Context: an optimization exercise on an open-source flow, tuned for a short achievable clock period and few clock cycles. The choices shown serve that exercise and are no tape-out recipe. RTL that was checked went through simulation tests only; none was proved equivalent to the original. Only the layout flow was run in run 4; the RTL was not checked for function there. No driver is modelled on the clock port, so clocking that relies on it looks cheaper here than on a real chip. Power figures rest on the tool's default switching activity, not on a simulated workload.

## flow/flow/run.sh

```bash
#!/bin/bash
# Standard ORFS layout with delay cells kept out of the netlist and
# repair_timing asked for more setup slack than the default.
set -euo pipefail
DONT_USE="sky130_fd_sc_hd__probe_p_8 sky130_fd_sc_hd__probec_p_8 sky130_fd_sc_hd__lpflow_bleeder_1 sky130_fd_sc_hd__lpflow_clkbufkapwr_1 sky130_fd_sc_hd__lpflow_clkbufkapwr_16 sky130_fd_sc_hd__lpflow_clkbufkapwr_2 sky130_fd_sc_hd__lpflow_clkbufkapwr_4 sky130_fd_sc_hd__lpflow_clkbufkapwr_8 sky130_fd_sc_hd__lpflow_clkinvkapwr_1 sky130_fd_sc_hd__lpflow_clkinvkapwr_16 sky130_fd_sc_hd__lpflow_clkinvkapwr_2 sky130_fd_sc_hd__lpflow_clkinvkapwr_4 sky130_fd_sc_hd__lpflow_clkinvkapwr_8 sky130_fd_sc_hd__lpflow_decapkapwr_12 sky130_fd_sc_hd__lpflow_decapkapwr_3 sky130_fd_sc_hd__lpflow_decapkapwr_4 sky130_fd_sc_hd__lpflow_decapkapwr_6 sky130_fd_sc_hd__lpflow_decapkapwr_8 sky130_fd_sc_hd__lpflow_inputiso0n_1 sky130_fd_sc_hd__lpflow_inputiso0p_1 sky130_fd_sc_hd__lpflow_inputiso1n_1 sky130_fd_sc_hd__lpflow_inputiso1p_1 sky130_fd_sc_hd__lpflow_inputisolatch_1 sky130_fd_sc_hd__lpflow_isobufsrc_1 sky130_fd_sc_hd__lpflow_isobufsrc_16 sky130_fd_sc_hd__lpflow_isobufsrc_2 sky130_fd_sc_hd__lpflow_isobufsrc_4 sky130_fd_sc_hd__lpflow_isobufsrc_8 sky130_fd_sc_hd__lpflow_isobufsrckapwr_16 sky130_fd_sc_hd__lpflow_lsbuf_lh_hl_isowell_tap_1 sky130_fd_sc_hd__lpflow_lsbuf_lh_hl_isowell_tap_2 sky130_fd_sc_hd__lpflow_lsbuf_lh_hl_isowell_tap_4 sky130_fd_sc_hd__lpflow_lsbuf_lh_isowell_4 sky130_fd_sc_hd__lpflow_lsbuf_lh_isowell_tap_1 sky130_fd_sc_hd__lpflow_lsbuf_lh_isowell_tap_2 sky130_fd_sc_hd__lpflow_lsbuf_lh_isowell_tap_4 sky130_fd_sc_hd__fill_1 sky130_fd_sc_hd__fill_2 sky130_fd_sc_hd__fill_4 sky130_fd_sc_hd__fill_8  sky130_fd_sc_hd__clkdlybuf4s15_1 sky130_fd_sc_hd__clkdlybuf4s15_2 sky130_fd_sc_hd__clkdlybuf4s18_1 sky130_fd_sc_hd__clkdlybuf4s18_2 sky130_fd_sc_hd__clkdlybuf4s25_1 sky130_fd_sc_hd__clkdlybuf4s25_2 sky130_fd_sc_hd__clkdlybuf4s50_1 sky130_fd_sc_hd__clkdlybuf4s50_2 sky130_fd_sc_hd__dlygate4sd1_1 sky130_fd_sc_hd__dlygate4sd2_1 sky130_fd_sc_hd__dlygate4sd3_1 sky130_fd_sc_hd__dlymetal6s2s_1 sky130_fd_sc_hd__dlymetal6s4s_1 sky130_fd_sc_hd__dlymetal6s6s_1"
bash standard.sh "DONT_USE_CELLS=$DONT_USE" SETUP_SLACK_MARGIN=5.6 SLEW_MARGIN=75 CAP_MARGIN=75 finish > standard.log 2>&1
```

## flow/standard.sh

```bash
#!/bin/bash
# synth_recipe.tcl (not shown) runs the flow's synth.tcl, then flattens the netlist and writes it again
# the make line also repeats each setting of config.mk as NAME=value (left out here)
make -C /OpenROAD-flow-scripts/flow DESIGN_CONFIG=/design/flow/config.mk WORK_HOME=/design/flow/orfs CLKGATE_MAP_FILE= SYNTH_SCRIPT=/design/flow/synth_recipe.tcl "${@:-finish}"
```

## flow/config.mk

```make
export PLATFORM = sky130hd
export DESIGN_NAME = MIPS_DLX
export DESIGN_NICKNAME = MIPS_DLX
export VERILOG_FILES = /design/flow/design.v
export SDC_FILE = /design/flow/constraint.sdc
export NUM_CORES = 8
export LEC_CHECK = 0
export CAP_MARGIN = 20
export CORE_MARGIN = 2
export CORE_UTILIZATION = 40
export SLEW_MARGIN = 20
```

## flow/constraint.sdc

```tcl
create_clock -name core_clock -period 10.0 [get_ports {clock}]
set_input_delay 2.0000 -clock core_clock [delete_from_list [all_inputs] [get_ports {clock}]]
set_output_delay 2.0000 -clock core_clock [all_outputs]
set_load 0.01 [all_outputs]
```

## flow/design.v

```verilog
`timescale 1ns / 1ps
module MIPS_DLX(
	input         clock,
	input         reset,
	input         enable,
	output [9:0]  imem_addr,
	input  [31:0] imem_data,
	output [9:0]  dmem_addr,
	output [31:0] dmem_wdata,
	output        dmem_we,
	input  [31:0] dmem_rdata
);
reg [9:0]  pc;
reg        e_we, e_load, e_store, e_br;
reg        e_mis_eq, e_mis_ne;            
reg        e_pred, e_bne;
reg [4:0]  e_dst;
reg [9:0]  e_pc1, e_tgt;                  
reg [9:0]  e_pc;
reg        e_hit, e_spred;
reg [1:0]  e_ctr;
reg        e_fa, e_fb, e_fc;              
reg [31:0] e_a, e_b, e_c;                 
reg        e_sub, e_arith, e_and, e_or, e_xor, e_nor, e_slt, e_sltu;
reg        e_sll, e_sr, e_sra, e_big;
reg        e_ek_addi, e_ek_andi, e_ek_slt, e_ek_sltu, e_ek_ld, e_ezk;
reg [31:0] e_negimm;
reg [4:0]  x_lo, x_hi0, x_hi1;
reg        x_c;
reg [31:0] x_wdata;
reg        x_sfwd;                        
reg [31:0] m_res;
reg [31:0] rf [1:31];
wire [31:0] R = dmem_rdata;
assign dmem_addr  = {x_c ? x_hi1 : x_hi0, x_lo};
assign dmem_wdata = x_sfwd ? m_res : x_wdata;
assign dmem_we    = e_store & enable;
wire [31:0] a = e_fa ? m_res : e_a;
wire [31:0] b = e_fb ? m_res : e_b;
wire [31:0] c = e_fc ? m_res : e_c;
wire [31:0] cx   = c ^ {32{e_sub}};
wire [32:0] sum  = {1'b0, a} + {1'b0, cx} + {32'd0, e_sub};
wire        lt   = (a[31] ^ c[31]) ? a[31] : sum[31];
wire        ltu  = ~sum[32];
wire [4:0]  sh   = c[4:0];
wire        big  = e_big & (|c[31:5]);
wire [31:0] shl  = a << sh;
wire [32:0] shr  = $signed({e_sra & a[31], a}) >>> sh;
wire [31:0] res_shl = big ? 32'd0 : shl;
wire [31:0] res_shr = big ? {32{e_sra & a[31]}} : shr[31:0];
wire [31:0] res = ({32{e_arith}} & sum[31:0])
                | ({32{e_and}}   & (a & c))
                | ({32{e_or}}    & (a | c))
                | ({32{e_xor}}   & (a ^ c))
                | ({32{e_nor}}   & ~(a | c))
                | {31'd0, (e_slt & lt) | (e_sltu & ltu)}
                | ({32{e_sll}}   & res_shl)
                | ({32{e_sr}}    & res_shr)
                | ({32{e_load}}  & R);
wire        eq_rr      = (e_a == e_b);
wire        eq_mr      = (m_res == e_b);
wire        eq_rm      = (e_a == m_res);
wire        eq         = e_fa ? (e_fb ? 1'b1 : eq_mr) : (e_fb ? eq_rm : eq_rr);
wire        taken      = eq ^ e_bne;
wire        mispredict = eq ? e_mis_eq : e_mis_ne;
wire        z_addi = e_fa ? (m_res == e_negimm) : (e_a == e_negimm);
wire        ezero = (e_ek_addi & z_addi) | (e_ek_andi & ~|(a & c)) |
                    (e_ek_slt & ~lt) | (e_ek_sltu & ~ltu) | (e_ek_ld & ~|R);
wire [9:0]  sum10 = a[9:0] + cx[9:0] + {9'd0, e_sub};
wire [31:0] ins   = imem_data;
wire [5:0]  op    = ins[31:26];
wire [4:0]  rs    = ins[25:21];
wire [4:0]  rt    = ins[20:16];
wire [4:0]  rd    = ins[15:11];
wire [5:0]  funct = ins[5:0];
wire is_r    = op == 6'b000000;
wire is_j    = op == 6'b000010;
wire is_beq  = op == 6'b000100;
wire is_bne  = op == 6'b000101;
wire is_addi = op == 6'b001000;
wire is_slti = op == 6'b001010;
wire is_andi = op == 6'b001100;
wire is_ori  = op == 6'b001101;
wire is_xori = op == 6'b001110;
wire is_lw   = op == 6'b100011;
wire is_sw   = op == 6'b101011;
wire is_imm  = is_addi | is_slti | is_andi | is_ori | is_xori;
wire is_br   = is_beq | is_bne;
wire is_mem  = is_lw | is_sw;
wire [4:0] dst = is_r ? rd : rt;
wire       we  = (is_r | is_imm | is_lw) & (dst != 5'd0);
wire f_add  = is_r & (funct == 6'h20 || funct == 6'h21);
wire f_sub  = is_r & (funct == 6'h22 || funct == 6'h23);
wire f_or   = is_r & (funct == 6'h25);
wire f_xor  = is_r & (funct == 6'h26);
wire f_nor  = is_r & (funct == 6'h27);
wire f_slt  = is_r & (funct == 6'h2a);
wire f_sltu = is_r & (funct == 6'h2b);
wire f_sll  = is_r & (funct == 6'h00);
wire f_srl  = is_r & (funct == 6'h02);
wire f_sra  = is_r & (funct == 6'h03);
wire f_sllv = is_r & (funct == 6'h04);
wire f_srlv = is_r & (funct == 6'h06);
wire f_srav = is_r & (funct == 6'h07);
wire f_and  = is_r & ~(f_add | f_sub | f_or | f_xor | f_nor | f_slt | f_sltu |
                       f_sll | f_srl | f_sra | f_sllv | f_srlv | f_srav);
wire [31:0] imm = {{16{ins[15]}}, ins[15:0]};
wire [31:0] rf_a = (rs == 5'd0) ? 32'd0 : rf[rs];
wire [31:0] rf_b = (rt == 5'd0) ? 32'd0 : rf[rt];
wire [31:0] val_a = rf_a;
wire [31:0] val_b = rf_b;
wire fwd_a = e_we & (e_dst == rs);
wire fwd_b = e_we & (e_dst == rt);
wire       e_addsub = e_arith;                   
wire       stall    = is_mem & fwd_a & ~e_load & ~e_addsub;
wire [9:0] base     = fwd_a ? (e_load ? R[9:0] : sum10) : val_a[9:0];
wire [5:0] a_lo     = {1'b0, base[4:0]} + {1'b0, ins[4:0]};
wire [4:0] a_hi0    = base[9:5] + ins[9:5];
wire [4:0] a_hi1    = base[9:5] + ins[9:5] + 5'd1;
wire same  = rs == rt;
wire spred = is_beq ? (same | ins[15]) : ~same;
reg [31:0]  bp_v;
reg [159:0] bp_tag;
reg [63:0]  bp_ctr;
wire [4:0] bp_i   = pc[4:0];
wire       bp_hit = bp_v[bp_i] & (bp_tag[bp_i*5 +: 5] == pc[9:5]);
wire [1:0] bp_c   = bp_ctr[bp_i*2 +: 2];
wire       dpred  = bp_hit ? bp_c[1] : spred;
wire [4:0] zr       = (rt == 5'd0) ? rs : rt;
wire       early_ok = is_br & ~same & ((rt == 5'd0) | (rs == 5'd0)) &
                      e_we & e_ezk & (e_dst == zr);
wire       pred     = early_ok ? (is_beq ? ezero : ~ezero) : dpred;
wire [9:0] pc1 = pc + 10'd1;
wire [9:0] tgt = pc + ins[9:0];
wire [9:0] f_next = stall ? pc : (is_br & pred) ? tgt : (is_j ? ins[9:0] : pc1);
assign imem_addr = pc;
always @(posedge clock) begin
	if (reset)
		pc <= 10'd0;
	else if (enable)
		pc <= mispredict ? (e_pred ? e_pc1 : e_tgt) : f_next;
end
wire kill = mispredict | stall;       
always @(posedge clock) begin
	if (reset) begin
		e_we <= 1'b0; e_load <= 1'b0; e_store <= 1'b0; e_br <= 1'b0;
		e_mis_eq <= 1'b0; e_mis_ne <= 1'b0;
	end else if (enable) begin
		e_we     <= we & ~kill;
		e_load   <= is_lw & ~kill;
		e_store  <= is_sw & ~kill;
		e_br     <= is_br & ~kill;
		e_mis_eq <= is_br & ~kill & (is_bne == pred);
		e_mis_ne <= is_br & ~kill & (is_bne != pred);
	end
end
always @(posedge clock) begin
	if (enable) begin
		e_dst    <= dst;
		e_bne    <= is_bne;
		e_pred   <= pred;
		e_pc1    <= pc1;
		e_tgt    <= tgt;
		e_pc     <= pc;
		e_hit    <= bp_hit;
		e_spred  <= spred;
		e_ctr    <= bp_c;
		e_fa     <= fwd_a;
		e_fb     <= fwd_b;
		e_fc     <= fwd_b & ~is_imm;
		e_a      <= val_a;
		e_b      <= val_b;
		e_c      <= is_imm ? imm : val_b;
		e_sub    <= f_sub | f_slt | f_sltu | is_slti;
		e_arith  <= f_add | f_sub | is_addi;
		e_and    <= f_and | is_andi;
		e_or     <= f_or | is_ori;
		e_xor    <= f_xor | is_xori;
		e_nor    <= f_nor;
		e_slt    <= f_slt | is_slti;
		e_sltu   <= f_sltu;
		e_sll    <= f_sll | f_sllv;
		e_sr     <= f_srl | f_sra | f_srlv | f_srav;
		e_sra    <= f_sra | f_srav;
		e_big    <= f_sll | f_srl | f_sra;
		e_ek_addi <= is_addi;
		e_ek_andi <= is_andi;
		e_ek_slt  <= f_slt | is_slti;
		e_ek_sltu <= f_sltu;
		e_ek_ld   <= is_lw;
		e_ezk     <= is_addi | is_andi | f_slt | is_slti | f_sltu | is_lw;
		e_negimm  <= 32'd0 - imm;
		x_lo     <= a_lo[4:0];
		x_c      <= a_lo[5];
		x_hi0    <= a_hi0;
		x_hi1    <= a_hi1;
		x_wdata  <= val_b;
		x_sfwd   <= fwd_b;
	end
end
always @(posedge clock) begin
	if (enable)
		m_res <= res;
end
wire [1:0] ctr0  = e_hit ? e_ctr : (e_spred ? 2'b10 : 2'b01);
wire [1:0] ctr_t = (ctr0 == 2'b11) ? 2'b11 : ctr0 + 2'b01;
wire [1:0] ctr_n = (ctr0 == 2'b00) ? 2'b00 : ctr0 - 2'b01;
reg        u_v;
reg [9:0]  u_pc;
reg [1:0]  u_ctr;
always @(posedge clock) begin
	if (reset)
		u_v <= 1'b0;
	else if (enable)
		u_v <= e_br;
end
always @(posedge clock) begin
	if (enable) begin
		u_pc  <= e_pc;
		u_ctr <= taken ? ctr_t : ctr_n;
	end
end
always @(posedge clock) begin
	if (reset) begin
		bp_v <= 32'd0;
	end else if (enable && u_v) begin
		bp_v[u_pc[4:0]] <= 1'b1;
	end
end
always @(posedge clock) begin
	if (enable && u_v) begin
		bp_tag[u_pc[4:0]*5 +: 5] <= u_pc[9:5];
		bp_ctr[u_pc[4:0]*2 +: 2] <= u_ctr;
	end
end
always @(posedge clock) begin
	if (e_we)
		rf[e_dst] <= res;
end
endmodule
```

==> results of run 1 <==
==> flip-flops by register name (all words and copies together), names as in the netlist, 17 cells and up <==
| signal | count |
|---|---|
| e_a | 32 |
| x_wdata | 32 |
| bp_ctr | 64 |
| rf | 992 |
| bp_v | 32 |
| m_res | 32 |
| e_negimm | 17 |
| e_c | 32 |
| bp_tag | 160 |
==> power groups by stage <==
stage / sequential (mW) / combinational, mW / clock, mW
after detailed placement: 7.49 / 3.22 / 0
after global placement: 7.53 / 2.72 / 0
after floorplan: 7.43 / 1.79 / 0
after CTS: 7.36 / 3.39 / 5.91
after global routing: 7.37 / 3.92 / 6.14
final: 7.36 / 3.74 / 5.85
==> layout by cell type (no fill, tap or decap), types with 151 or more instances in the layout <==
cell and count:
edfxtp_1 1449, mux4_2 634, nand2_1 420, nor2_1 297
mux2i_1 228, buf_2 225, o21ai_0 203, a21oi_1 186
clkbuf_16 184, buf_1 151
==> critical path, stage by stage, from the launching register on <==
cell	delay (ps)
edfxtp_1	400
buf_1	110
buf_1	80
buf_1	80
buf_1	90
buf_2	120
buf_1	90
buf_1	90
buf_4	140
mux2i_4	190
xnor2_1	150
ha_2	380
o21ai_2	80
o21ai_2	190
a31oi_4	40
buf_6	150
o211ai_4	220
a21boi_2	80
o21bai_1	180
a21oi_2	90
o31ai_2	220
mux2i_1	140
a221o_2	530
buf_6	170
buf_12	130
clkbuf_16	150
==> area by class of cell <==
| class | count | area share [%] |
|---|---|---|
| Clock buffer | 205 | 4.39 |
| Inverter | 123 | 0.520 |
| Tap cell | 2640 | 3.39 |
| Sequential cell | 1498 | 45.7 |
| Timing Repair inverter | 1 | 0.00642 |
| Antenna cell | 5 | 0.0128 |
| Timing Repair Buffer | 854 | 8.41 |
| Clock inverter | 82 | 0.816 |
| Multi-Input combinational cell | 3348 | 36.8 |
==> routing by layer <==
layer	part of all wire (%)	global-route usage (%)
met1	39	36.2
met2	47	42.8
met3	9.6	4.77
met4	4.8	11.2
met5	0.0025	0
==> timing repair <==
item	in CTS	in global routing
endpoints found under the setup margin	743	502
endpoints found under the hold margin	0	0
gates cloned	11	13
pin swaps	41	72
gates resized for setup	142	201
setup buffers	95	75
==> metrics by stage <==
stage	cells	instance area, sq um
floorplan	5323	79500
global placement	7882	82700
detailed placement	8256	89400
CTS	8649	95800
global route	8753	97500
finish	8756	97500
==> logic make-up after synthesis <==
logic type               after synthesis  share of synthesized area, %
flip-flops                          1498                          56.3
AND/OR/NAND/NOR                     1131                          6.32
multiplexers                        1079                          24.1
AO/OA/AOI/OAI                        801                          6.41
buffers and inverters                478                          2.53
XOR/XNOR                             206                          2.28
adder cells (fa/ha/maj)              130                          2.09
==> worst paths after layout <==
| path | from | slack, ps | endpoint | cells after the start |
|---|---|---|---|---|
| worst max register to register | e_fc$_DFFE_PP_ | 5440 | rf[17][29]$_DFFE_PP_ | 25 |
| worst min register to register | e_pc[8]$_DFFE_PP_ | 420 | u_pc[8]$_DFFE_PP_ | 0 |
| worst max-delay path | e_fc$_DFFE_PP_ | 5440 | rf[17][29]$_DFFE_PP_ | 25 |
| worst min-delay path | e_pc[8]$_DFFE_PP_ | 420 | u_pc[8]$_DFFE_PP_ | 0 |
==> summary.md, run 1 <==
| Metric | Value |
|---|---|
| Num CTS Buffers | between 150 and 200 |
| Fin Hold WS | about 420 ps |
| Combinational share of power | between 20 and 25% |
| Top cells by count, synth | edfxtp_1, mux4_2, nand2_1 |
| Initial DRC count | 7495 |
| Switching share of power | around 29% |
| NetSw | just under 5 mW |
| Die area | slightly above 0.2 sq mm |
| Place WS | roughly 4200 ps |
| Post-synthesis cell type count | 93 |
| Netlist Area Pre-Place | between 0.07 and 0.08 sq mm |
| Num Clock Sinks | between 1000 and 1500 |
| Core area | approximately 0.2 sq mm |
| Critical Path AT | between 5000 and 6000 ps |
| Register area share after synthesis | a little under three fifths |
| First-pass GRT wire length | about 400000 um |
| Die W | about 450 um |
| CP endpoint kind | register |
| RSZ-0062 raised after global routing | yes |
| Pin count of the biggest net entering global routing | 42 |
| TNS Setup | 0 ps |
| HP Class | reg2reg |
| Synth warn | 1 |
| Dominant cells by area after synthesis | edfxtp_1, mux4_2, mux2i_1, nand2_1, ha_1 |
| Share of layout cells above drive strength 1 | between 30% and 40% |
| Final worst slack | between 5000 and 6000 ps |
| Slew headroom | about 43% |
| Hold Vio Cnt, Final | 0 |
| Largest area contributor in the synthesized netlist | edfxtp_1 |
| I/O Pins | 120 |
| Final HPWL DP | around 200000 um |
| Max Fclk | 0.219 GHz |
| PD cells | 174 mW/mm^2 |
| Mean post-synth cell area | ~15 sq um |
| Critical path class | reg2reg |
| Outcome | no timing/DRC/antenna violations |
| Clk buf depth | 3 |
| Initial antenna violation count | 17 |
| Final setup violation count | 0 |
| Hold_buf cts | 0 |
| Period utilisation layout | a little under half |
| Row cnt | ~160 |
| Req. time, crit path | ~11000 ps |
| ANT nets after route | 0 |
| Cells after Synth | around 5300 |
| PnR Total Power | about 17 mW |
| Max cap viols | 0 |
| Worst Path Max Fanout | 9 |
| Drt wl/cell | 31.7 um |
| Reg clk slew, reported paths | 60 ps |
| Vias in the first global route | 53830 |
| Async SR Flop Fraction | 0% |
| Vias | roughly 55000 |
| Worst setup SP type | register |
| CTS H-tree lvls | 4 |
| Die Height | between 400 and 500 um |
| Worst-skew pair later-pin latency | approximately 800 ps |
| Post-route minimum period | 4560 ps |
| Root buffer cell | clkbuf_16 |
| Synth top area share | between 50 and 60% |
| CTS tree | done |
| Routability Congestion | 0.957 |
| Int Pwr | ~12 mW |
| Syn_nets | 5519 |
| Vias per cell | around 6.3 |
| Ys flop type | edfxtp_1 |
| EDFF count, synth | approximately 1400 |
| Clock power frac | between 30 and 40% |
| Clk_skew | around 56 ps |
| Util after Layout | approximately half |
| VDD IR max | 0.194 mV |
| Sequential Area | 0.0445 sq mm |
| Total track usage | 26.8% |
| Flops & latches, synth | approximately 1500 |
| Fillers | approximately 16000 |
| Starting Density | 40.2% |
| Sequential Power Share | between 40% and 50% |
| DRC errors left | 0 |
| Final Max Slew Viols | 0 |
| Area Overhead vs Synth | 23.3% |
| Nets | roughly 6000 |
| First-pass DRT Iterations | 9 |
| Grt ovf | 0 |
| Count leader, synth | edfxtp_1 |
| Multi-input gate area | around 0.036 sq mm |
| Slew at the pin with the worst max-slew slack | between 800 and 900 ps |
| P_leak | roughly 33 nW |
| Port buffer count | roughly 120 |
| Routed WL | between 200000 and 300000 um |
Testbench counts, summed over its fixed seeds: cycles 30,452.
==> inputs of run 2 (changes only) <==
==> flow/flow/run.sh (replaced) <==
#!/bin/bash
# Standard ORFS layout with delay cells kept out of the netlist and
# repair_timing asked for more setup slack than the default.
set -euo pipefail
DONT_USE="sky130_fd_sc_hd__probe_p_8 sky130_fd_sc_hd__probec_p_8 sky130_fd_sc_hd__lpflow_bleeder_1 sky130_fd_sc_hd__lpflow_clkbufkapwr_1 sky130_fd_sc_hd__lpflow_clkbufkapwr_16 sky130_fd_sc_hd__lpflow_clkbufkapwr_2 sky130_fd_sc_hd__lpflow_clkbufkapwr_4 sky130_fd_sc_hd__lpflow_clkbufkapwr_8 sky130_fd_sc_hd__lpflow_clkinvkapwr_1 sky130_fd_sc_hd__lpflow_clkinvkapwr_16 sky130_fd_sc_hd__lpflow_clkinvkapwr_2 sky130_fd_sc_hd__lpflow_clkinvkapwr_4 sky130_fd_sc_hd__lpflow_clkinvkapwr_8 sky130_fd_sc_hd__lpflow_decapkapwr_12 sky130_fd_sc_hd__lpflow_decapkapwr_3 sky130_fd_sc_hd__lpflow_decapkapwr_4 sky130_fd_sc_hd__lpflow_decapkapwr_6 sky130_fd_sc_hd__lpflow_decapkapwr_8 sky130_fd_sc_hd__lpflow_inputiso0n_1 sky130_fd_sc_hd__lpflow_inputiso0p_1 sky130_fd_sc_hd__lpflow_inputiso1n_1 sky130_fd_sc_hd__lpflow_inputiso1p_1 sky130_fd_sc_hd__lpflow_inputisolatch_1 sky130_fd_sc_hd__lpflow_isobufsrc_1 sky130_fd_sc_hd__lpflow_isobufsrc_16 sky130_fd_sc_hd__lpflow_isobufsrc_2 sky130_fd_sc_hd__lpflow_isobufsrc_4 sky130_fd_sc_hd__lpflow_isobufsrc_8 sky130_fd_sc_hd__lpflow_isobufsrckapwr_16 sky130_fd_sc_hd__lpflow_lsbuf_lh_hl_isowell_tap_1 sky130_fd_sc_hd__lpflow_lsbuf_lh_hl_isowell_tap_2 sky130_fd_sc_hd__lpflow_lsbuf_lh_hl_isowell_tap_4 sky130_fd_sc_hd__lpflow_lsbuf_lh_isowell_4 sky130_fd_sc_hd__lpflow_lsbuf_lh_isowell_tap_1 sky130_fd_sc_hd__lpflow_lsbuf_lh_isowell_tap_2 sky130_fd_sc_hd__lpflow_lsbuf_lh_isowell_tap_4 sky130_fd_sc_hd__fill_1 sky130_fd_sc_hd__fill_2 sky130_fd_sc_hd__fill_4 sky130_fd_sc_hd__fill_8  sky130_fd_sc_hd__clkdlybuf4s15_1 sky130_fd_sc_hd__clkdlybuf4s15_2 sky130_fd_sc_hd__clkdlybuf4s18_1 sky130_fd_sc_hd__clkdlybuf4s18_2 sky130_fd_sc_hd__clkdlybuf4s25_1 sky130_fd_sc_hd__clkdlybuf4s25_2 sky130_fd_sc_hd__clkdlybuf4s50_1 sky130_fd_sc_hd__clkdlybuf4s50_2 sky130_fd_sc_hd__dlygate4sd1_1 sky130_fd_sc_hd__dlygate4sd2_1 sky130_fd_sc_hd__dlygate4sd3_1 sky130_fd_sc_hd__dlymetal6s2s_1 sky130_fd_sc_hd__dlymetal6s4s_1 sky130_fd_sc_hd__dlymetal6s6s_1"
bash standard.sh "DONT_USE_CELLS=$DONT_USE" SETUP_SLACK_MARGIN=5.6 SLEW_MARGIN=50 CAP_MARGIN=50 finish > standard.log 2>&1
==> run 2 against run 1 <==
Effect of this change:
- still clean on timing, DRC and antenna
- via count down 3.5%
- worst setup slack better by 100 ps
- clock skew up 18 ps
- largest cell class unchanged
==> summary.md, run 2 <==
| Metric | Value |
|---|---|
| Outcome | no timing/DRC/antenna violations |
| Switching share of power | slightly below 30% |
| Fin Hold WS | about 380 ps |
| CTS H-tree lvls | 4 |
| Clock power frac | 36.5% |
| Routability Congestion | 0.957 |
| Num Clock Sinks | roughly 1500 |
| Worst r2r path cells | 16 |
| Grt met3 use | roughly 4.2% |
| Cells after Synth | around 5300 |
| Port buffer count | between 100 and 150 |
| Final Max Slew Viols | 0 |
| Req. time, crit path | around 11000 ps |
| Register area share after synthesis | 56.3% |
| EDFF count, synth | around 1400 |
| Ys flop type | edfxtp_1 |
| Met2 global-route usage | between 40% and 50% |
| Worst-skew pair later-pin latency | around 850 ps |
| GR peak layer | met2 |
| Starting Density | 40.2% |
| R2R Setup Slk | about 5600 ps |
| Initial DRC count | between 7000 and 8000 |
| Async SR Flop Fraction | 0% |
| Hold Vio Cnt, Final | 0 |
| CTS tree | done |
| Max FFs per register | 992 |
| Share of layout cells above drive strength 1 | between 20% and 30% |
| Routed WL | 272000 um |
| Syn_nets | roughly 5500 |
| I/O Pins | 120 |
| Critical path class | in2reg |
| Area Overhead vs Synth | 15.6% |
| Reg-to-reg startpoint | e_fc$_DFFE_PP_ |
| P_leak | between 30 and 40 nW |
| Core area | between 0.15 and 0.2 sq mm |
| Synth top area share | between 50% and 60% |
| Most frequent CP cell | xnor2_1 |
| Met1 capacity usage during global routing | between 30% and 40% |
| Most frequent cells in the layout | edfxtp_1, mux4_2, nand2_1, nor2_1, mux2i_1 |
| Clk_skew | about 74 ps |
| Worst Path Max Fanout | 6 |
| Vias per cell | 6.36 |
| CP max stage delay | ~530 ps |
| Dominant cells by area after synthesis | edfxtp_1, mux4_2, mux2i_1, nand2_1, ha_1 |
| Drt wl/cell | 32.5 um |
| Slew headroom | 38.6% |
| Largest area contributor in the synthesized netlist | edfxtp_1 |
| Most common cell after layout, fill and taps aside | edfxtp_1 |
| Initial antenna violation count | 25 |
| Die Height | around 450 um |
| NetSw | ~4.8 mW |
| RSZ-0062 raised after global routing | yes |
| Biggest register | rf |
| Top cells by count, synth | edfxtp_1, mux4_2, nand2_1 |
| Pin count of the biggest net entering global routing | 80 |
| Sequential Power Share | approximately 45% |
| CP top delay family | multiplexers |
| Crit path cell chain | clkbuf_16 -> buf_12 -> mux4_2 -> mux4_2 -> mux2i_4 -> nor2_2 -> a21o_1 -> inv_2 -> fa_2 -> inv_2 -> a21o_1 -> a21oi_2 -> xnor2_1 -> xnor2_1 -> xnor2_1 |
| Flops & latches, synth | around 1500 |
| Die W | 449 um |
| Critical Path AT | about 5000 ps |
| Count leader, synth | edfxtp_1 |
| Num CTS Buffers | 160 |
| Hold wc startpoint | e_pc[2]$_DFFE_PP_ |
| Final HPWL DP | 179000 um |
| PD cells | between 150 and 200 mW/mm^2 |
| Vias | 53122 |
| Period utilisation layout | between 40% and 50% |
| Hold endpoint | u_pc[2]$_DFFE_PP_ |
| Reg clk slew, reported paths | roughly 60 ps |
| Clk buf depth | 3 |
| Grt ovf | 0 |
| Slowest cell on crit path | mux4_2 |
| Final worst slack | roughly 5500 ps |
| Vias in the first global route | between 50000 and 60000 |
| Mean post-synth cell area | ~15 sq um |
| TNS Setup | 0 ps |
| Hold Path Depth | 0 |
| Root buffer cell | clkbuf_16 |
| Post-route minimum period | roughly 4500 ps |
| DRC errors left | 0 |
| Slew at the pin with the worst max-slew slack | 921 ps |
| Place WS | 3740 ps |
| Worst setup SP type | input port |
| CP endpoint kind | register |
| Int Pwr | around 12 mW |
| Total track usage | a little over a quarter |
| First-pass GRT wire length | 384000 um |
| Synth warn | 1 |
| Fillers | between 15000 and 20000 |
| First-pass DRT Iterations | 10 |
| Max cap viols | 0 |
| Max Fclk | 0.224 GHz |
| Worst Path Buf+Inv | 4 |
| Combinational share of power | a little under a fifth |
| FF-to-FF End | x_hi1[4]$_DFFE_PP_ |
| Row cnt | roughly 160 |
| Netlist Area Pre-Place | slightly below 0.08 sq mm |
| Post-synthesis cell type count | between 90 and 100 |
| Die area | a little over 0.2 sq mm |
| ANT nets after route | 0 |
| HP Class | reg2reg |
| Nets | a little under 6000 |
| VDD IR max | between 0.2 and 0.25 mV |
| Final setup violation count | 0 |
-- run 2: cell counts after synthesis --
Identical to the previous run, type by type.
-- run 2: cell type report --
class	instances	area, sq um	share of cell area, %
well taps	2640	3300	3.61
multi-input cells	3348	33900	37.1
flip-flops and latches	1498	44500	48.7
diodes	7	17.5	0.0192
clock buffers	195	4180	4.57
inverters	123	485	0.531
clock inverters	103	1140	1.25
repair buffers	436	3860	4.23
-- run 2: power groups by stage --
stage                     registers (mW)  clock network (mW)  logic [mW]
after floorplan                     7.43                   0        1.79
after global placement              7.53                   0        2.72
after detailed placement            7.51                   0        2.80
after CTS                           7.38                6.08        2.91
after global routing                7.39                6.32        3.25
final                               7.39                6.01        3.09
-- run 2: per-stage QoR --
step                      std cells  power, mW  utilization [%]  cell area [sq um]
after CTS                      8274       16.4             45.8              90200
after detailed placement       7928       10.3             42.6              83800
after global routing           8350       17.0             46.4              91400
after global placement         7882       10.3             42.0              82700
final                          8350       16.5             46.4              91400
after floorplan                5323       9.22                -              79500
-- run 2: worst max path at each step --
stage	start	to	cells after the start
finish	imem_data[21]	x_hi1[4]$_DFFE_PP_	15
CTS	e_fc$_DFFE_PP_	x_hi1[4]$_DFFE_PP_	19
detailed placement	imem_data[21]	x_hi1[4]$_DFFE_PP_	15
global route	imem_data[21]	x_hi1[4]$_DFFE_PP_	15
floorplan	enable	bp_ctr[0]$_DFFE_PP_	3
global placement	imem_data[21]	pc[5]$_SDFFE_PP0P_	12
-- run 2: logic make-up (layout without fill, tap and decap cells) --
logic type      Yosys count  count (layout)  synth area share, %
buf+inv                 478             857                 2.53
fa+ha+maj               130             130                 2.09
other cells               0               7                    0
xor+xnor                206             206                 2.28
flops                  1498            1498                 56.3
compound gates          801             801                 6.41
simple gates           1131            1132                 6.32
mux                    1079            1079                 24.1
-- run 2: layer usage --
layer  wire (um)  vias to the layer above
li1            -                    21751
met2      127000                     3183
met1      106000                    27671
met3       25800                      513
met5          27                        -
met4       12800                        4
-- run 2: repair_timing --
item | CTS | global route
buffers inserted | 39 | 55
gates resized for setup | 128 | 140
cloned | 9 | 9
pin swaps | 11 | 21
hold buffers | 0 | 0
setup endpoints to repair | 1111 | 820
==> inputs of run 3 (changes only) <==
==> flow/flow/run.sh (replaced) <==
#!/bin/bash
# Standard ORFS layout with delay cells kept out of the netlist and
# repair_timing asked for more setup slack than the default.
set -euo pipefail
DONT_USE="sky130_fd_sc_hd__probe_p_8 sky130_fd_sc_hd__probec_p_8 sky130_fd_sc_hd__lpflow_bleeder_1 sky130_fd_sc_hd__lpflow_clkbufkapwr_1 sky130_fd_sc_hd__lpflow_clkbufkapwr_16 sky130_fd_sc_hd__lpflow_clkbufkapwr_2 sky130_fd_sc_hd__lpflow_clkbufkapwr_4 sky130_fd_sc_hd__lpflow_clkbufkapwr_8 sky130_fd_sc_hd__lpflow_clkinvkapwr_1 sky130_fd_sc_hd__lpflow_clkinvkapwr_16 sky130_fd_sc_hd__lpflow_clkinvkapwr_2 sky130_fd_sc_hd__lpflow_clkinvkapwr_4 sky130_fd_sc_hd__lpflow_clkinvkapwr_8 sky130_fd_sc_hd__lpflow_decapkapwr_12 sky130_fd_sc_hd__lpflow_decapkapwr_3 sky130_fd_sc_hd__lpflow_decapkapwr_4 sky130_fd_sc_hd__lpflow_decapkapwr_6 sky130_fd_sc_hd__lpflow_decapkapwr_8 sky130_fd_sc_hd__lpflow_inputiso0n_1 sky130_fd_sc_hd__lpflow_inputiso0p_1 sky130_fd_sc_hd__lpflow_inputiso1n_1 sky130_fd_sc_hd__lpflow_inputiso1p_1 sky130_fd_sc_hd__lpflow_inputisolatch_1 sky130_fd_sc_hd__lpflow_isobufsrc_1 sky130_fd_sc_hd__lpflow_isobufsrc_16 sky130_fd_sc_hd__lpflow_isobufsrc_2 sky130_fd_sc_hd__lpflow_isobufsrc_4 sky130_fd_sc_hd__lpflow_isobufsrc_8 sky130_fd_sc_hd__lpflow_isobufsrckapwr_16 sky130_fd_sc_hd__lpflow_lsbuf_lh_hl_isowell_tap_1 sky130_fd_sc_hd__lpflow_lsbuf_lh_hl_isowell_tap_2 sky130_fd_sc_hd__lpflow_lsbuf_lh_hl_isowell_tap_4 sky130_fd_sc_hd__lpflow_lsbuf_lh_isowell_4 sky130_fd_sc_hd__lpflow_lsbuf_lh_isowell_tap_1 sky130_fd_sc_hd__lpflow_lsbuf_lh_isowell_tap_2 sky130_fd_sc_hd__lpflow_lsbuf_lh_isowell_tap_4 sky130_fd_sc_hd__fill_1 sky130_fd_sc_hd__fill_2 sky130_fd_sc_hd__fill_4 sky130_fd_sc_hd__fill_8  sky130_fd_sc_hd__clkdlybuf4s15_1 sky130_fd_sc_hd__clkdlybuf4s15_2 sky130_fd_sc_hd__clkdlybuf4s18_1 sky130_fd_sc_hd__clkdlybuf4s18_2 sky130_fd_sc_hd__clkdlybuf4s25_1 sky130_fd_sc_hd__clkdlybuf4s25_2 sky130_fd_sc_hd__clkdlybuf4s50_1 sky130_fd_sc_hd__clkdlybuf4s50_2 sky130_fd_sc_hd__dlygate4sd1_1 sky130_fd_sc_hd__dlygate4sd2_1 sky130_fd_sc_hd__dlygate4sd3_1 sky130_fd_sc_hd__dlymetal6s2s_1 sky130_fd_sc_hd__dlymetal6s4s_1 sky130_fd_sc_hd__dlymetal6s6s_1"
bash standard.sh "DONT_USE_CELLS=$DONT_USE" SETUP_SLACK_MARGIN=5.6 SLEW_MARGIN=50 CAP_MARGIN=50 POST_CTS_TCL="$PWD/flow/post_cts.tcl" POST_GLOBAL_ROUTE_TCL="$PWD/flow/post_grt.tcl" finish > standard.log 2>&1
==> flow/flow/post_cts.tcl (new file) <==
# Extra timing repair at the end of ORFS's CTS step (before 4_1_cts.odb is
# written): fix slow transitions, then more setup repair passes, then
# legalize the placement again.
puts "post_cts: extra repair"
estimate_parasitics -placement
repair_design -slew_margin 50 -cap_margin 50 -verbose
estimate_parasitics -placement
repair_timing -setup -setup_margin 5.6 -repair_tns 100 -verbose
detailed_placement
estimate_parasitics -placement
repair_timing -setup -setup_margin 5.6 -repair_tns 100 -verbose
detailed_placement
check_placement -verbose
report_worst_slack -max
==> flow/flow/post_grt.tcl (new file) <==
# Extra timing repair at the end of ORFS's global-route step, with global-route
# parasitics; the nets it changes are routed again incrementally.
puts "post_grt: extra repair"
estimate_parasitics -global_routing
repair_design -slew_margin 50 -cap_margin 50 -verbose
estimate_parasitics -global_routing
repair_timing -setup -setup_margin 5.6 -repair_tns 100 -verbose
global_route -start_incremental
detailed_placement
global_route -end_incremental
check_placement -verbose
estimate_parasitics -global_routing
report_worst_slack -max
==> run 3 against run 2 <==
Effect of this change:
- hold slack improved by 3.9 ps
- via count about the same
- highest routed layer unchanged
- final cell count grew 0.26%
- flip-flop and latch count is the same
- clock skew grew 1.6 ps
- still clean on timing, DRC and antenna
==> summary.md, run 3 <==
| Metric | Value |
|---|---|
| Outcome | no timing/DRC/antenna violations |
| Area Overhead vs Synth | 15.8% |
| Worst-skew pair later-pin latency | about 850 ps |
| Synth warn | 1 |
| Routability Congestion | between 0.9 and 1 |
| Biggest register | rf |
| Worst Path Buf+Inv | 2 |
| Worst setup SP type | input port |
| Netlist Area Pre-Place | 0.0790 sq mm |
| Final worst slack | ~5500 ps |
| Pin count of the biggest net entering global routing | 80 |
| Reg clk slew, reported paths | roughly 60 ps |
| Ys flop type | edfxtp_1 |
| First-pass GRT wire length | slightly below 400000 um |
| Count leader, synth | edfxtp_1 |
| Grt ovf | 0 |
| Die area | just over 0.2 sq mm |
| Finished Cell Area | 0.0915 sq mm |
| Final HPWL DP | about 180000 um |
| Register area share after synthesis | between 50% and 60% |
| Most common cell after layout, fill and taps aside | edfxtp_1 |
| TNS Setup | 0 ps |
| PD cells | 180 mW/mm^2 |
| Slew headroom | approximately 49% |
| CP max stage delay | ~520 ps |
| Req. time, crit path | between 10000 and 15000 ps |
| Hold Path Depth | 0 |
| Initial DRC count | 7376 |
| Worst Path Max Fanout | 6 |
| CTS tree | done |
| Slowest cell on crit path | mux4_2 |
| Critical path class | in2reg |
| Die W | roughly 450 um |
| R2R Setup Slk | between 5000 and 6000 ps |
| Period utilisation layout | about 45% |
| Final Max Slew Viols | 0 |
| Nets | just under 6000 |
| Dominant cells by area after synthesis | edfxtp_1, mux4_2, mux2i_1, nand2_1, ha_1 |
| Sequential Area | about 0.045 sq mm |
| I/O Pins | 120 |
| Row cnt | approximately 160 |
| Cells after Synth | roughly 5300 |
| Flops & latches, synth | about 1500 |
| Hold endpoint | u_pc[2]$_DFFE_PP_ |
| Routed WL | roughly 270000 um |
| Worst r2r path cells | 16 |
| Max cap viols | 0 |
| Total track usage | between 20% and 30% |
| Synth top area share | a little under three fifths |
| Initial antenna violation count | 21 |
| Most frequent cells in the layout | edfxtp_1, mux4_2, nand2_1, nor2_1, mux2i_1 |
| P_leak | 30.9 nW |
| Core area | just under 0.2 sq mm |
| Largest area contributor in the synthesized netlist | edfxtp_1 |
| Post-synthesis cell type count | 93 |
| VDD IR max | about 0.20 mV |
| Port buffer count | roughly 120 |
| PnR Total Power | approximately 17 mW |
| First-pass DRT Iterations | 9 |
| Mean post-synth cell area | 14.8 sq um |
| Starting Density | roughly two fifths |
| Fillers | 16958 |
| Hold wc startpoint | e_pc[2]$_DFFE_PP_ |
| CP endpoint kind | register |
| Die Height | about 450 um |
| Placed cell areas | roughly 0.084 sq mm |
| Drt wl/cell | 32.5 um |
| DRC errors left | 0 |
| CP top delay family | multiplexers |
| Place WS | approximately 3700 ps |
| Util after Layout | approximately 47% |
| Vias | roughly 53000 |
| Top cells by count, synth | edfxtp_1, mux4_2, nand2_1 |
| Critical Path AT | 4990 ps |
| Max Fclk | 0.225 GHz |
| HP Class | reg2reg |
| Final setup violation count | 0 |
| Post-route minimum period | ~4500 ps |
| Hold Vio Cnt, Final | 0 |
| ANT nets after route | 0 |
| Vias per cell | about 6.3 |
| Slew at the pin with the worst max-slew slack | between 700 and 800 ps |
| Share of layout cells above drive strength 1 | 26.5% |
| FF-to-FF End | rf[3][29]$_DFFE_PP_ |
| Vias in the first global route | approximately 52000 |
| Num Clock Sinks | roughly 1500 |
| Async SR Flop Fraction | 0% |
| Crit path cell chain | clkbuf_16 -> buf_12 -> mux4_2 -> mux4_2 -> mux2i_4 -> nor2_2 -> a21o_1 -> ha_1 -> a21o_1 -> a21oi_2 -> xnor2_2 -> nand3_1 -> xnor2_1 |
| Multi-input gate area | around 0.034 sq mm |
| Reg-to-reg startpoint | e_fa$_DFFE_PP_ |
| EDFF count, synth | 1449 |
| Max FFs per register | about 990 |
| Clk_skew | approximately 75 ps |
| Syn_nets | 5519 |
[run 3: cell counts after synthesis]
No cell type changed its count.
[run 3: cell families after synthesis]
logic type / Yosys count / synth area share [%]
compound gates: 801 / 6.41
xor+xnor: 206 / 2.28
fa+ha+maj: 130 / 2.09
buf+inv: 478 / 2.53
flops: 1498 / 56.3
mux: 1079 / 24.1
simple gates: 1131 / 6.32
[run 3: metrics by stage]
stage | instances | hold slack, ps
floorplan | 5323 | 400
global placement | 7882 | 402
detailed placement | 7928 | 405
finish | 8372 | 388
[run 3: cell type report]
type,instances,area share (%)
clock buffer,195,4.56
timing repair buffer,456,4.30
sequential,1498,48.6
clock inverter,103,1.25
antenna,8,0.0219
inverter,123,0.533
timing repair inverter,1,0.00683
tap,2640,3.61
multi-input combinational,3348,37.1
[run 3: worst max path at each step]
stage | startpoint | to | slack (ps) | cells past startpoint
final | imem_data[21] | x_hi1[4]$_DFFE_PP_ | 5550 | 13
after global placement | imem_data[21] | pc[5]$_SDFFE_PP0P_ | 3290 | 12
after floorplan | enable | bp_ctr[0]$_DFFE_PP_ | 4000 | 3
after detailed placement | imem_data[21] | x_hi1[4]$_DFFE_PP_ | 3740 | 15
[run 3: per-layer routing]
layer  track usage (%)  up-vias  wire length (um)  share of wire [%]
met5                 0        -                13             0.0048
met4              11.6        2             13200                4.8
li1                  -    21808                 -                  -
met2              41.5     3155            127000                 47
met1              36.5    27648            106000                 39
met3              4.17      520             25800                9.5
[run 3: where the power goes]
part | leakage, nW | total, mW | switching, mW | internal (mW)
Clock | 2.58 | 6.01 | 2.60 | 3.40
Sequential | 13.7 | 7.39 | 0.160 | 7.23
Combinational | 14.6 | 3.11 | 2.00 | 1.11
==> inputs of run 4 (changes only) <==
--- a/flow/design.v
+++ b/flow/design.v
@@ -26,2 +26,3 @@
 reg        e_ek_addi, e_ek_andi, e_ek_slt, e_ek_sltu, e_ek_ld, e_ezk;
+reg        e_ek_sl;                       
 reg [31:0] e_negimm;
@@ -50,2 +51,10 @@
 wire [31:0] res_shr = big ? {32{e_sra & a[31]}} : shr[31:0];
+wire [9:0]  sum10 = a[9:0] + cx[9:0] + {9'd0, e_sub};
+wire [9:0]  res10 = ({10{e_arith}} & sum10)
+                  | ({10{e_and}}   & (a[9:0] & c[9:0]))
+                  | ({10{e_or}}    & (a[9:0] | c[9:0]))
+                  | ({10{e_xor}}   & (a[9:0] ^ c[9:0]))
+                  | ({10{e_nor}}   & ~(a[9:0] | c[9:0]))
+                  | ({10{e_sll}}   & res_shl[9:0])
+                  | ({10{e_sr}}    & res_shr[9:0]);
 wire [31:0] res = ({32{e_arith}} & sum[31:0])
@@ -68,3 +77,2 @@
                     (e_ek_slt & ~lt) | (e_ek_sltu & ~ltu) | (e_ek_ld & ~|R);
-wire [9:0]  sum10 = a[9:0] + cx[9:0] + {9'd0, e_sub};
 wire [31:0] ins   = imem_data;
@@ -113,5 +121,4 @@
 wire fwd_b = e_we & (e_dst == rt);
-wire       e_addsub = e_arith;                   
-wire       stall    = is_mem & fwd_a & ~e_load & ~e_addsub;
-wire [9:0] base     = fwd_a ? (e_load ? R[9:0] : sum10) : val_a[9:0];
+wire       stall    = is_mem & fwd_a & e_ek_sl;
+wire [9:0] base     = fwd_a ? (e_load ? R[9:0] : res10) : val_a[9:0];
 wire [5:0] a_lo     = {1'b0, base[4:0]} + {1'b0, ins[4:0]};
@@ -190,2 +197,3 @@
 		e_ek_ld   <= is_lw;
+		e_ek_sl   <= f_slt | is_slti | f_sltu;
 		e_ezk     <= is_addi | is_andi | f_slt | is_slti | f_sltu | is_lw;
==> flow/flow/run.sh (replaced) <==
#!/bin/bash
# Standard ORFS layout with delay cells kept out of the netlist and
# repair_timing asked for more setup slack than the default.
set -euo pipefail
DONT_USE="sky130_fd_sc_hd__probe_p_8 sky130_fd_sc_hd__probec_p_8 sky130_fd_sc_hd__lpflow_bleeder_1 sky130_fd_sc_hd__lpflow_clkbufkapwr_1 sky130_fd_sc_hd__lpflow_clkbufkapwr_16 sky130_fd_sc_hd__lpflow_clkbufkapwr_2 sky130_fd_sc_hd__lpflow_clkbufkapwr_4 sky130_fd_sc_hd__lpflow_clkbufkapwr_8 sky130_fd_sc_hd__lpflow_clkinvkapwr_1 sky130_fd_sc_hd__lpflow_clkinvkapwr_16 sky130_fd_sc_hd__lpflow_clkinvkapwr_2 sky130_fd_sc_hd__lpflow_clkinvkapwr_4 sky130_fd_sc_hd__lpflow_clkinvkapwr_8 sky130_fd_sc_hd__lpflow_decapkapwr_12 sky130_fd_sc_hd__lpflow_decapkapwr_3 sky130_fd_sc_hd__lpflow_decapkapwr_4 sky130_fd_sc_hd__lpflow_decapkapwr_6 sky130_fd_sc_hd__lpflow_decapkapwr_8 sky130_fd_sc_hd__lpflow_inputiso0n_1 sky130_fd_sc_hd__lpflow_inputiso0p_1 sky130_fd_sc_hd__lpflow_inputiso1n_1 sky130_fd_sc_hd__lpflow_inputiso1p_1 sky130_fd_sc_hd__lpflow_inputisolatch_1 sky130_fd_sc_hd__lpflow_isobufsrc_1 sky130_fd_sc_hd__lpflow_isobufsrc_16 sky130_fd_sc_hd__lpflow_isobufsrc_2 sky130_fd_sc_hd__lpflow_isobufsrc_4 sky130_fd_sc_hd__lpflow_isobufsrc_8 sky130_fd_sc_hd__lpflow_isobufsrckapwr_16 sky130_fd_sc_hd__lpflow_lsbuf_lh_hl_isowell_tap_1 sky130_fd_sc_hd__lpflow_lsbuf_lh_hl_isowell_tap_2 sky130_fd_sc_hd__lpflow_lsbuf_lh_hl_isowell_tap_4 sky130_fd_sc_hd__lpflow_lsbuf_lh_isowell_4 sky130_fd_sc_hd__lpflow_lsbuf_lh_isowell_tap_1 sky130_fd_sc_hd__lpflow_lsbuf_lh_isowell_tap_2 sky130_fd_sc_hd__lpflow_lsbuf_lh_isowell_tap_4 sky130_fd_sc_hd__fill_1 sky130_fd_sc_hd__fill_2 sky130_fd_sc_hd__fill_4 sky130_fd_sc_hd__fill_8  sky130_fd_sc_hd__clkdlybuf4s15_1 sky130_fd_sc_hd__clkdlybuf4s15_2 sky130_fd_sc_hd__clkdlybuf4s18_1 sky130_fd_sc_hd__clkdlybuf4s18_2 sky130_fd_sc_hd__clkdlybuf4s25_1 sky130_fd_sc_hd__clkdlybuf4s25_2 sky130_fd_sc_hd__clkdlybuf4s50_1 sky130_fd_sc_hd__clkdlybuf4s50_2 sky130_fd_sc_hd__dlygate4sd1_1 sky130_fd_sc_hd__dlygate4sd2_1 sky130_fd_sc_hd__dlygate4sd3_1 sky130_fd_sc_hd__dlymetal6s2s_1 sky130_fd_sc_hd__dlymetal6s4s_1 sky130_fd_sc_hd__dlymetal6s6s_1"
bash standard.sh "DONT_USE_CELLS=$DONT_USE" SETUP_SLACK_MARGIN=5.6 SLEW_MARGIN=50 CAP_MARGIN=50 POST_CTS_TCL="$PWD/flow/post_cts.tcl" finish > standard.log 2>&1
removed: flow/flow/post_grt.tcl
==> run 4 against run 3 <==
Effect of this change:
- sequential share of layout area fell by 1.1 points
- first-iteration DRC count rose by 5.5%
- still clean
- register-to-register slack got worse by 240 ps
- die area barely moved
- clock power fell by 2%
- wire length rose by 8.5%
- total power rose by 1.9%
- combinational power rose by 15%
- hold slack improved by 28 ps
==> summary.md, run 4 <==
| Metric | Value |
|---|---|
| Top sig layer | met5 |
| ANT nets after route | 0 |
| Netlist Area Pre-Place | 0.0790 sq mm |
| Die area | a little over 0.2 sq mm |
| Drt wl/cell | between 30 and 40 um |
| Total track usage | between 20 and 30% |
| First-pass DRT Iterations | 8 |
| Flops & latches, synth | between 1000 and 1500 |
| Routed wl met2 | roughly 130000 um |
| Synth top area share | between 50 and 60% |
| Final setup violation count | 0 |
| Vias in the first global route | 52968 |
| Top cells by count, synth | edfxtp_1, mux4_2, nand2_1 |
| Placed cell areas | about 0.084 sq mm |
| Worst setup SP type | register |
| Hold Vio Cnt, Final | 0 |
| Num Clock Sinks | between 1000 and 1500 |
| Critical path class | reg2reg |
| Ys flop type | edfxtp_1 |
| Grt ovf | 0 |
| Post-route minimum period | about 4600 ps |
| Fillers | between 15000 and 20000 |
| Outcome | no timing/DRC/antenna violations |
| I/O Pins | 120 |
| Pin count of the biggest net entering global routing | around 150 |
| Biggest register | rf |
| Slew at the pin with the worst max-slew slack | between 800 and 900 ps |
| Most frequent cells in the layout | edfxtp_1, mux4_2, nand2_1, nor2_1, mux2i_1 |
| Met3 routed WL | between 20000 and 30000 um |
| Syn_nets | 5524 |
| DRC errors left | 0 |
| PnR Total Power | 16.8 mW |
| Initial DRC count | about 7800 |
| HP Class | reg2reg |
| Clk_skew | around 62 ps |
| Row cnt | about 160 |
| Period utilisation layout | between 40 and 50% |
| CTS tree | done |
| TNS Setup | 0 ps |
| Fin Hold WS | 416 ps |
| Synth warn | 1 |
| Slew headroom | around 45% |
| Max Fclk | around 0.22 GHz |
| Core area | 0.197 sq mm |
| Finished Cell Area | between 0.09 and 0.1 sq mm |
| Mean post-synth cell area | 14.8 sq um |
| RSZ-0062 raised after global routing | yes |
| Reg clk slew, reported paths | around 70 ps |
| P_leak | around 31 nW |
| Worst Path Max Fanout | 7 |
| CP endpoint kind | register |
| Cells after Synth | 5328 |
| Share of layout cells above drive strength 1 | 29.3% |
| Max FFs per register | slightly below 1000 |
| Final Max Slew Viols | 0 |
| Req. time, crit path | around 11000 ps |
| Routed WL | between 200000 and 300000 um |
| Dominant cells by area after synthesis | edfxtp_1, mux4_2, mux2i_1, nand2_1, ha_1 |
| Die W | approximately 450 um |
| Vias | approximately 55000 |
| Worst-skew pair later-pin latency | roughly 840 ps |
| Area Overhead vs Synth | 18.8% |
| Met1 wire length | approximately 110000 um |
| Critical Path AT | 5270 ps |
| Count leader, synth | edfxtp_1 |
| Routability Congestion | a little under 1 |
| Final HPWL DP | between 150000 and 200000 um |
| Vias per cell | roughly 6.4 |
| EDFF count, synth | 1450 |
| Post-synthesis cell type count | 80 |
| VDD IR max | 0.154 mV |
| First-pass GRT wire length | approximately 410000 um |
| Starting Density | between 40% and 50% |
| Most common cell after layout, fill and taps aside | edfxtp_1 |
| Largest area contributor in the synthesized netlist | edfxtp_1 |
| Register area share after synthesis | around 56% |
| Nets | around 6000 |
| PD cells | 179 mW/mm^2 |
| Die Height | around 450 um |
| Max cap viols | 0 |
| Port buffer count | around 120 |
| Async SR Flop Fraction | 0% |
| Initial antenna violation count | 10 |
[run 4: layout make-up]
cell class | instances | area [sq um] | area share [%]
Sequential cell | 1499 | 44500 | 47.5
Multi-Input combinational cell | 3342 | 34900 | 37.2
Timing Repair Buffer | 590 | 5340 | 5.69
Clock buffer | 212 | 4250 | 4.53
Tap cell | 2640 | 3300 | 3.52
Clock inverter | 88 | 865 | 0.922
Inverter | 124 | 573 | 0.611
Antenna cell | 5 | 12.5 | 0.0133
Timing Repair inverter | 1 | 11.3 | 0.0120
[run 4: path summary, 6_finish.rpt]
path / start / cells after the start / slack [ps] / endpoint
worst min register to register: e_pc[4]$_DFFE_PP_ / 0 / 420 / u_pc[4]$_DFFE_PP_
worst min-delay path: e_pc[4]$_DFFE_PP_ / 0 / 420 / u_pc[4]$_DFFE_PP_
worst max register to register: e_fc$_DFFE_PP_ / 21 / 5430 / pc[9]$_SDFFE_PP0P_
worst max-delay path: e_fc$_DFFE_PP_ / 21 / 5430 / pc[9]$_SDFFE_PP0P_
[run 4: kinds of logic (layout without fill, tap and decap cells)]
kind of cell             count (synthesis)  after routing  synth area share, %
XOR/XNOR                               204            204                 2.26
adder cells (fa/ha/maj)                130            130                 2.09
other                                    0              5                    0
multiplexers                          1080           1080                 24.0
flip-flops                            1499           1499                 56.4
buffers and inverters                  489           1015                 2.40
AND/OR/NAND/NOR                       1099           1100                 6.17
AO/OA/AOI/OAI                          827            828                 6.69
[run 4: where the power goes]
part           switching [mW]  internal (mW)  leakage, nW  total [mW]
Clock                    2.62           3.24         2.47        5.87
Sequential              0.160           7.24         13.7        7.40
Combinational            2.24           1.32         15.3        3.57
Total                    5.02           11.8         31.5        16.8
[run 4: stage by stage]
| stage | instances | setup WS, ps | utilization (%) |
|---|---|---|---|
| after global placement | 7880 | 2990 | 42.0 |
| final | 8501 | 5430 | 47.7 |
| after global routing | 8496 | 5310 | 47.7 |
| after detailed placement | 7940 | 3540 | 42.7 |
| after floorplan | 5328 | 4740 | - |
[run 4: critical path: stages, from the launching register on]
cell	delay (ps)
edfxtp_1	440
buf_6	180
buf_6	120
clkbuf_2	120
clkbuf_16	170
buf_8	130
mux2i_4	210
inv_1	90
ha_1	240
nor4_4	50
buf_4	160
nand4_1	200
nor3_1	90
a311oi_1	310
o211ai_1	310
nor3b_4	460
a31oi_4	140
buf_2	140
o311a_4	360
buf_8	140
and3_1	180
a211oi_2	200
[run 4: routing by layer]
| metal | GRT usage (%) | up-vias |
|---|---|---|
| li1 | - | 22144 |
| met3 | 5.03 | 650 |
| met5 | 0 | - |
| met1 | 39.2 | 28552 |
| met2 | 44.4 | 3370 |
| met4 | 16.0 | 10 |
==> inputs of run 5 (changes only) <==
--- a/flow/design.v
+++ b/flow/design.v
@@ -26,3 +26,2 @@
 reg        e_ek_addi, e_ek_andi, e_ek_slt, e_ek_sltu, e_ek_ld, e_ezk;
-reg        e_ek_sl;                       
 reg [31:0] e_negimm;
@@ -51,10 +50,2 @@
 wire [31:0] res_shr = big ? {32{e_sra & a[31]}} : shr[31:0];
-wire [9:0]  sum10 = a[9:0] + cx[9:0] + {9'd0, e_sub};
-wire [9:0]  res10 = ({10{e_arith}} & sum10)
-                  | ({10{e_and}}   & (a[9:0] & c[9:0]))
-                  | ({10{e_or}}    & (a[9:0] | c[9:0]))
-                  | ({10{e_xor}}   & (a[9:0] ^ c[9:0]))
-                  | ({10{e_nor}}   & ~(a[9:0] | c[9:0]))
-                  | ({10{e_sll}}   & res_shl[9:0])
-                  | ({10{e_sr}}    & res_shr[9:0]);
 wire [31:0] res = ({32{e_arith}} & sum[31:0])
@@ -77,2 +68,3 @@
                     (e_ek_slt & ~lt) | (e_ek_sltu & ~ltu) | (e_ek_ld & ~|R);
+wire [9:0]  sum10 = a[9:0] + cx[9:0] + {9'd0, e_sub};
 wire [31:0] ins   = imem_data;
@@ -121,4 +113,5 @@
 wire fwd_b = e_we & (e_dst == rt);
-wire       stall    = is_mem & fwd_a & e_ek_sl;
-wire [9:0] base     = fwd_a ? (e_load ? R[9:0] : res10) : val_a[9:0];
+wire       e_addsub = e_arith;                   
+wire       stall    = is_mem & fwd_a & ~e_load & ~e_addsub;
+wire [9:0] base     = fwd_a ? (e_load ? R[9:0] : sum10) : val_a[9:0];
 wire [5:0] a_lo     = {1'b0, base[4:0]} + {1'b0, ins[4:0]};
@@ -197,3 +190,2 @@
 		e_ek_ld   <= is_lw;
-		e_ek_sl   <= f_slt | is_slti | f_sltu;
 		e_ezk     <= is_addi | is_andi | f_slt | is_slti | f_sltu | is_lw;
==> run 5 against run 4 <==
Effect of this change:
- total power shrank 2.0%
- final cell count shrank 1.6%
- count of clock-buffer cells in the layout shrank 17
- hold slack lost 26 ps
- cell area shrank 2.5%
- synthesized cell count is essentially flat
- register-to-register slack gained 220 ps
- critical endpoint is now x_hi1[4]$_DFFE_PP_
- highest routed layer unchanged
==> summary.md, run 5 <==
| Metric | Value |
|---|---|
| Outcome | no timing/DRC/antenna violations |
| Area Overhead vs Synth | 15.7% |
| Initial DRC count | roughly 7200 |
| Top cells by count, synth | edfxtp_1, mux4_2, nand2_1 |
| Vias per cell | around 6.4 |
| Max Fclk | between 0.2 and 0.25 GHz |
| Int Pwr | 11.7 mW |
| Synth warn | 1 |
| Slew headroom | between 40% and 50% |
| RSZ-0062 raised after global routing | yes |
| Dominant cells by area after synthesis | edfxtp_1, mux4_2, mux2i_1, nand2_1, ha_1 |
| Row cnt | around 160 |
| PD cells | around 180 mW/mm^2 |
| Period utilisation layout | between 40% and 50% |
| Mean post-synth cell area | 14.8 sq um |
| Final Max Slew Viols | 0 |
| Hold Vio Cnt, Final | 0 |
| Initial antenna violation count | 21 |
| Die W | around 450 um |
| Worst r2r path cells | 15 |
| Num Clock Sinks | 1498 |
| Worst setup SP type | input port |
| Clock power frac | a little over a third |
| Slew at the pin with the worst max-slew slack | between 700 and 800 ps |
| First-pass DRT Iterations | 9 |
| Pin count of the biggest net entering global routing | 80 |
| Routed WL | about 270000 um |
| Port buffer count | roughly 120 |
| Biggest register | rf |
| Worst-skew pair later-pin latency | roughly 840 ps |
| Die Height | between 400 and 500 um |
| CP max stage delay | between 500 and 600 ps |
| Ys flop type | edfxtp_1 |
| Count leader, synth | edfxtp_1 |
| Most common cell after layout, fill and taps aside | edfxtp_1 |
| Combinational share of power | between 10% and 20% |
| GR peak layer | met2 |
| PnR Total Power | ~16 mW |
| Grt met3 use | 4.17% |
| Max FFs per register | slightly below 1000 |
| Reg clk slew, reported paths | roughly 60 ps |
| CP endpoint | x_hi1[4]$_DFFE_PP_ |
| Req. time, crit path | 10540 ps |
| Synth top area share | 55.1% |
| Core area | just under 0.2 sq mm |
| TNS Setup | 0 ps |
| Netlist Area Pre-Place | around 0.079 sq mm |
| Post-route minimum period | ~4400 ps |
| Switching share of power | around 29% |
| Met2 global-route usage | between 40% and 50% |
| Worst Setup SP | imem_data[21] |
| Grt ovf | 0 |
| Slowest cell on crit path | mux4_2 |
| Total track usage | 26.5% |
| Final setup violation count | 0 |
| ANT nets after route | 0 |
| Largest area contributor in the synthesized netlist | edfxtp_1 |
| Reg-to-reg startpoint | e_fc$_DFFE_PP_ |
| Die area | between 0.2 and 0.25 sq mm |
| Nets | just under 6000 |
| P_leak | just over 30 nW |
| Fillers | 16954 |
| HP Class | reg2reg |
| DRC errors left | 0 |
| R2R Setup Slk | approximately 5700 ps |
| FF-to-FF End | rf[3][29]$_DFFE_PP_ |
| Sequential Power Share | approximately 45% |
| EDFF count, synth | approximately 1400 |
| Vias in the first global route | slightly above 50000 |
| Syn_nets | between 5000 and 6000 |
| Register area share after synthesis | a little under three fifths |
| Starting Density | between 40% and 50% |
| I/O Pins | 120 |
| CTS tree | done |
| NetSw | 4.76 mW |
| Cells after Synth | approximately 5300 |
| Async SR Flop Fraction | 0% |
| Max cap viols | 0 |
| Critical Path AT | ~5000 ps |
| Worst Path Max Fanout | 6 |
| Clk_skew | 72.6 ps |
| Share of layout cells above drive strength 1 | between 20% and 30% |
| VDD IR max | around 0.2 mV |
| Routability Congestion | roughly 0.96 |
| Most frequent cells in the layout | edfxtp_1, mux4_2, nand2_1, nor2_1, mux2i_1 |
| Critical path class | in2reg |
| Drt wl/cell | 32.6 um |
| Final HPWL DP | about 180000 um |
| Post-synthesis cell type count | 93 |
| Crit path cell chain | clkbuf_16 -> buf_12 -> mux4_2 -> mux4_2 -> mux2i_4 -> nor2_2 -> a21o_1 -> ha_1 -> a21o_1 -> a21oi_2 -> xnor2_2 -> nand3_1 -> xnor2_1 |
| Flops & latches, synth | roughly 1500 |
| First-pass GRT wire length | 386000 um |
| CP endpoint kind | register |
| Vias | 53156 |
| Met1 capacity usage during global routing | 36.5% |
==> run 5: changes by cell type in the layout (fill, tap and decap cells not counted), sizes merged, moves of 16 or more <==
cell	previous run	this run
nor4	38	54
xor2	45	95
mux2	127	102
o21ai	213	268
buf	524	400
a21oi	263	224
a22o	67	34
nor2	333	369
nand2	439	459
clkbuf	264	241
xnor2	159	111
mux2i	315	335
==> run 5: worst min-delay path by stage <==
stage	startpoint	end	cells past startpoint
floorplan	e_pc[0]$_DFFE_PP_	u_pc[0]$_DFFE_PP_	0
global placement	e_pc[6]$_DFFE_PP_	u_pc[6]$_DFFE_PP_	0
detailed placement	e_pc[1]$_DFFE_PP_	u_pc[1]$_DFFE_PP_	0
global route	e_pc[2]$_DFFE_PP_	u_pc[2]$_DFFE_PP_	0
finish	e_pc[2]$_DFFE_PP_	u_pc[2]$_DFFE_PP_	0
==> run 5: cell families (layout without fill, tap and decap cells) <==
family | after synthesis | count (layout) | synth area share (%)
buf+inv | 478 | 873 | 2.53
flops | 1498 | 1498 | 56.3
mux | 1079 | 1079 | 24.1
compound gates | 801 | 801 | 6.41
simple gates | 1131 | 1132 | 6.32
other cells | 0 | 7 | 0
fa+ha+maj | 130 | 130 | 2.09
xor+xnor | 206 | 206 | 2.28
==> run 5: area by class of cell <==
class / count / area, sq um / area share [%]
flip-flops and latches: 1498 / 44500 / 48.7
multi-input cells: 3348 / 33900 / 37.1
clock buffers: 195 / 4180 / 4.57
repair buffers: 451 / 3900 / 4.26
well taps: 2640 / 3300 / 3.61
clock inverters: 103 / 1140 / 1.25
inverters: 123 / 485 / 0.531
diodes: 7 / 17.5 / 0.0191
repair inverters: 1 / 6.26 / 0.00684
==> run 5: power by group through the flow <==
| stage | clock, mW | combinational (mW) | sequential [mW] |
|---|---|---|---|
| floorplan | 0 | 1.79 | 7.43 |
| global placement | 0 | 2.72 | 7.53 |
| detailed placement | 0 | 2.80 | 7.51 |
| global route | 6.32 | 3.27 | 7.40 |
| finish | 6.00 | 3.10 | 7.39 |
==> run 5: critical path, delay by kind of cell <==
kind | cells | cell delay [ps]
compound gates | 3 | 540
xor+xnor | 2 | 290
fa+ha+maj | 1 | 270
buf+inv | 2 | 330
mux | 3 | 1310
simple gates | 2 | 190
==> run 5: stage by stage <==
stage,setup WS [ps],hold slack [ps],area (sq um),std cells,utilization (%)
2_1_floorplan,4000,400,79500,5323,-
3_3_place_gp,3290,402,82700,7882,42.0
3_5_place_dp,3740,405,83800,7928,42.6
5_1_grt,5510,410,91500,8365,46.5
6_report,5560,390,91500,8366,46.5
==> run 5: routing by layer <==
metal / wire, um / vias to the layer above
li1: - / 21785
met1: 107000 / 27740
met2: 128000 / 3102
met3: 24900 / 527
met4: 13100 / 2
met5: 13 / -
Testbench counts of run 5, summed over its fixed seeds: cycles 30,452.

[afterwards: timing with drivers on the ports]
No port has a modelled driver above. Below, the same layouts with a new extraction and two added sets of constraints.
Step 1 assumes that a clkbuf_16 drives the clock port and a buf_2 every other input.
Step 2 times the ports against the registers' clock, not the clock port: input delays grow and output delays shrink by t, the midpoint of the rising clock arrivals with the driver on.
a / b / c = no drivers / after step 1 / after step 2; a / b = the first two.
run | shift t [ns] | setup slack, ns | worst setup path at the end
run 1 | 0.889 | 5.435 / 5.338 / 4.456 | input to register
run 2 | 0.885 | 5.539 / 5.284 / 4.400 | input to register
run 3 | 0.891 | 5.550 / 5.277 / 4.386 | input to register
run 4 | 0.902 | 5.430 / 5.152 / 4.250 | input to register
run 5 | 0.889 | 5.563 / 5.296 / 4.407 | input to register
After both steps every run listed still meets setup and hold. The setup slack of run 4, which loses most, moves by -0.278 ns with the drivers and by -1.180 ns with both steps.
